Background: an optimization exercise with open tools, aiming at small area. Do not read the settings as production practice.
Power figures rest on the tool's default switching activity, not on a simulated workload.

// vpx_brd_ctrl_core
module vpx_brd_ctrl_core
 (
	clk,   						 
	rst_n,						 
	vcc1p0_pgood_i,
	vcc3p3_fmc_pgood_i,
	vcc_vadj_fmc_pgood_i,
	vcc1p2_pgood_i,
	vcc1p8_fpga_pgood_i,
	vcc1p5_fpga_pgood_i,
	vcc0p75_fpga_pgood_i,
	vcc1p0_mgtavcc_pgood_i,
	vcc1p2_mgtavtt_pgood_i,
	vcc3p3_pgood_i,
	dspa_sspcs1_i,		  			 
	dspa_sspck_i,					 
	dspa_sspmiso_o,					 
	dspa_sspmosi_i,         		 
	dspb_sspcs1_i,		  			 
	dspb_sspck_i,					 
	dspb_sspmiso_o,					 
	dspb_sspmosi_i,         		 
	vcc2p5_pgood_i,			
	vcc1p8_dsp_pgood_i,     
	vcc1p5_dsp_pgood_i,	    
	vcc0p75_dsp_pgood_i,	
	sys_pgood_o,			
	vcc2p5_en_o,			
	vcc1p8_dsp_en_o,        
	vcc1p5_dsp_en_o,				
	vcc0p75_dsp_en_o,		
	dspa_gpio_i,					 
	dspa_gpio_o,					 
	dspa_gpio_en,					 
	dspb_gpio_i,					 
	dspb_gpio_o,					 
	dspb_gpio_en,					 
	full_reset_i,					 
	dspa_warm_reset_i,				 
	dspb_warm_reset_i,				 
	fpga_rst_i,						 
	fpga_rst_o,						 
	dspa_trgrstz_i, 				 
	dspb_trgrstz_i, 				 
	dspa_debug_led_o,				 
	dspb_debug_led_o,				 
	dspa_porz_o,					 
	dspa_resetfullz_o,				 
	dspa_resetz_o,					 
	dspa_lresetz_o,					 
	dspa_coresel_o,					 
	dspa_resetstat_n_i,				 
	dspa_nmiz_o,					 
	dspa_lresetnmienz_o,			 
	dspa_bootcomplete_i,             
	dspa_paclksel_o,				 
	dspa_hout_i,					 
	dspa_sysclkout_i,				 
	dspa_timi0_o,					 
	dspb_porz_o,					 
	dspb_resetfullz_o,				 
	dspb_resetz_o,					 
	dspb_lresetz_o,					 
	dspb_coresel_o,					 
	dspb_resetstat_n_i,				 
	dspb_nmiz_o,					 
	dspb_lresetnmienz_o,			 
	dspb_bootcomplete_i,             
	dspb_paclksel_o,				 
	dspb_hout_i,					 
	dspb_sysclkout_i,				 
	dspb_timi0_o,					 
	dspa_phy_int_n_i,				 
	dspa_phy_rst_n_o,				 
	dspb_phy_int_n_i,				 
	dspb_phy_rst_n_o,				 
	dspa_ucd9222_pg1_i,				 
	dspa_ucd9222_pg2_i,				 
	dspa_ucd9222_ena1_o,   			 
	dspa_ucd9222_ena2_o,			 
	dspa_pgucd9222_i,				 
	dspa_ucd9222_rst_n_o,			 
	dspb_ucd9222_pg1_i,				 
	dspb_ucd9222_pg2_i,				 
	dspb_ucd9222_ena1_o,   			 
	dspb_ucd9222_ena2_o,			 
	dspb_pgucd9222_i,				 
	dspb_ucd9222_rst_n_o,			 
	dspa_pca9306_en_o,				 
	dspb_pca9306_en_o,				 
	dspa_nand_wp_o,					 
	dspa_nor_wp_n_o,				 
	dspa_eeprom_wp_o,				 
	dspb_nand_wp_o,					 
	dspb_nor_wp_n_o,				 
	dspb_eeprom_wp_o,				 
    dspa_vid_oe_n_o, 
	dspb_vid_oe_n_o, 
	ad9516_1_clock_reset_o,
	ad9516_1_cs_o, 
	ad9516_1_pd_o,
	ad9516_1_refsel_o,
	ad9516_1_sclk_o,
	ad9516_1_sdi_o,
	ad9516_1_ld_i,
	ad9516_2_clock_reset_o,
	ad9516_2_cs_o, 
	ad9516_2_pd_o,
	ad9516_2_refsel_o,
	ad9516_2_sclk_o,
	ad9516_2_sdi_o,
	ad9516_2_ld_i,
	sp3an_debug_led_o,
	front_led_o,
	sw_fsel_o,
	sw_qfg_o,
	srio_rst_n_o,
	sw_spd_o,
	fmc1_pg_c2m_o,
	fmc2_pg_c2m_o,
	dspa_tsip0_fsa0_o,
	dspa_tsip0_clka0_o,
	dspb_tsip0_fsa0_o,
	dspb_tsip0_clka0_o
 );
For scale: about 1400 cells after synthesis, roughly 210 I/O pins.
==> flow/config.mk <==
export PLATFORM = sky130hd
export DESIGN_NAME = vpx_brd_ctrl_core
export DESIGN_NICKNAME = vpx_brd_ctrl_core
export VERILOG_FILES = /design/flow/design.v
export SDC_FILE = /design/flow/constraint.sdc
export NUM_CORES = 4
export LEC_CHECK = 0
export CAP_MARGIN = 20
export CORE_MARGIN = 2
export CORE_UTILIZATION = 40
export SLEW_MARGIN = 20
==> flow/constraint.sdc <==
create_clock -name core_clock -period 20.0 [get_ports {clk}]
set_input_delay 4.0000 -clock core_clock [delete_from_list [all_inputs] [get_ports {clk}]]
set_output_delay 4.0000 -clock core_clock [all_outputs]
set_load 0.01 [all_outputs]
standard.sh (not shown) runs the stock make flow with config.mk's settings and CLKGATE_MAP_FILE= SYNTH_SCRIPT=/design/flow/synth_recipe.tcl, a recipe that flattens the netlist after the stock synthesis.
==> flow/flow/run.sh <==
#!/bin/bash
# Layout flow: the standard ORFS flow (standard.sh), with these changes:
#  - after the standard synthesis, the logic between the registers is
#    re-mapped by ABC for area (flow/remap.tcl, flow/remap.abc); registers keep
#    their names and cell types, and the new netlist is proven equal to the
#    standard one (flow/equiv.tcl) before it is used (else the standard
#    netlist is kept);
#  - input and output ports are buffered with sky130_fd_sc_hd__buf_1;
#  - clock tree synthesis uses the arguments in flow/cts_args.txt.
# Each tool's output goes to its own log in the work folder (ORFS also writes
# each step's log under orfs/logs/).
set -euo pipefail
cts_args="$(tr '\n' ' ' < flow/cts_args.txt)"
knobs=("BUFFER_PORTS_ARGS=-buffer_cell sky130_fd_sc_hd__buf_1" "CTS_ARGS=${cts_args}" "SKIP_REPAIR_TIE_FANOUT=1")
res=orfs/results/${FLOW_PLATFORM}/vpx_brd_ctrl_core/base
bash standard.sh "${knobs[@]}" synth > make_synth.log 2>&1

YOSYS=yosys
[[ -x "${FLOW_HOME}/../tools/install/yosys/bin/yosys" ]] && YOSYS="${FLOW_HOME}/../tools/install/yosys/bin/yosys"
export REMAP_LIB="${FLOW_HOME}/platforms/${FLOW_PLATFORM}/lib/sky130_fd_sc_hd__tt_025C_1v80.lib"
export REMAP_IN="$PWD/1_2_yosys_standard.v"
export REMAP_OUT="$PWD/1_2_yosys_remap.v"
export REMAP_DONT_USE="$PWD/flow/dont_use.txt"
export REMAP_ABC="$PWD/flow/remap.abc"
cp "$res/1_2_yosys.v" "$REMAP_IN"
if "$YOSYS" -c flow/remap.tcl > yosys_remap.log 2>&1 && \
   "$YOSYS" -c flow/equiv.tcl > yosys_equiv.log 2>&1; then
  cp "$REMAP_OUT" "$res/1_2_yosys.v"
  echo "re-mapped netlist used" > remap_result.txt
else
  echo "re-map failed or not proven: standard netlist kept" > remap_result.txt
fi
bash standard.sh "${knobs[@]}" do-1_synth > make_synth_odb.log 2>&1
bash standard.sh "${knobs[@]}" finish > make_finish.log 2>&1
Other scripts of this flow, unchanged in this note and not shown: flow/flow/cts_args.txt, flow/flow/dont_use.txt, flow/flow/equiv.tcl, flow/flow/remap.abc, flow/flow/remap.tcl
The starting point passed the timing, design-rule and antenna checks.
Next try:
--- a/flow/design.v
+++ b/flow/design.v
@@ -745,37 +745,39 @@
 end
 reg		[2:0]	ce_10m_cnt;
 wire			clk_10mhz_ce = ce_10m_cnt[2];	 
 always @(posedge clk) begin
 	if(clk_10mhz_ce | ~fpga_ireset_n)
 		ce_10m_cnt <= 3'd0;
 	else
 		ce_10m_cnt <= ce_10m_cnt + 1'b1;
 end
 reg		[17:0]	debug_led_lo;
 reg		[7:0]	debug_led_hi;
-wire			debug_led_clr = ~all_power & (clk_10mhz_ce | ~fpga_ireset_n);
-wire			debug_led_inc = all_power & clk_10mhz_ce;
 always @(posedge clk) begin
-	if(debug_led_clr)
-		debug_led_lo <= 18'b0;
-	else
-		debug_led_lo <= debug_led_lo + {17'b0, debug_led_inc};
+	if(clk_10mhz_ce | ~fpga_ireset_n) begin
+		if(all_power)
+			debug_led_lo <= debug_led_lo + 1'b1;
+		else
+			debug_led_lo <= 18'b0;
+	end
 end
 always @(posedge clk or negedge fpga_ireset_n) begin
 	if(~fpga_ireset_n)
 		debug_led_hi <= 8'b0;
-	else if(debug_led_clr)
-		debug_led_hi <= 8'b0;
-	else
-		debug_led_hi <= debug_led_hi + {7'b0, debug_led_inc & (&debug_led_lo)};
+	else if(clk_10mhz_ce) begin
+		if(all_power)
+			debug_led_hi <= debug_led_hi + {7'b0, &debug_led_lo};
+		else
+			debug_led_hi <= 8'b0;
+	end
 end
 assign	sp3an_debug_led_o = debug_led_hi;
 always @(posedge clk or negedge fpga_ireset_n) begin
 	if(~fpga_ireset_n)
 		srio_rst_n_o <= 1'b0;
 	else
 		srio_rst_n_o <= all_power;
 end
 assign 	sw_fsel_o	= 	2'b11;
 assign	sw_spd_o	=	3'b101;
 assign  sw_qfg_o	=   8'b0;
Non-clock buffer count came out higher by 2. Wire length came out lower by 2.5%. Clock power came out lower by about 3%. Clock-buffer cell count came out lower by 1. Final area came out higher by 0.55%. Worst setup slack is better by 180 ps. Via count came out lower by 3.1%. Sequential cell count does not change. Global-route usage came out lower by 0.55 points. Critical path depth came out lower by 1.
No functional check of the RTL was part of any run of this note.

-- what the ideal ports hide --
In the flow no input, the clock included, has a driving cell. The finished layouts below were timed again as built, in two steps.
Step 1, drivers: a clkbuf_16 drives clk and a buf_2 each remaining input, both assumed.
Step 2 moves the port delays by t, midway between the first and last clock arrival at a register: inputs arrive t later, outputs are due t later. That takes back most of the time a late clock gives input paths.
a / b / c = ideal / step 1 / step 2; a / b = the first two.
run	t (ns)	slack for setup (ns)	worst setup path at the end
the first run	0.530	11.075 / 11.054 / 11.054	input to output
the second run	0.532	11.258 / 11.228 / 11.228	input to output
After both steps setup and hold are still met in every run listed. For the second run, which loses most, drivers alone change the setup slack by -0.030 ns; drivers and shift together by -0.030 ns.
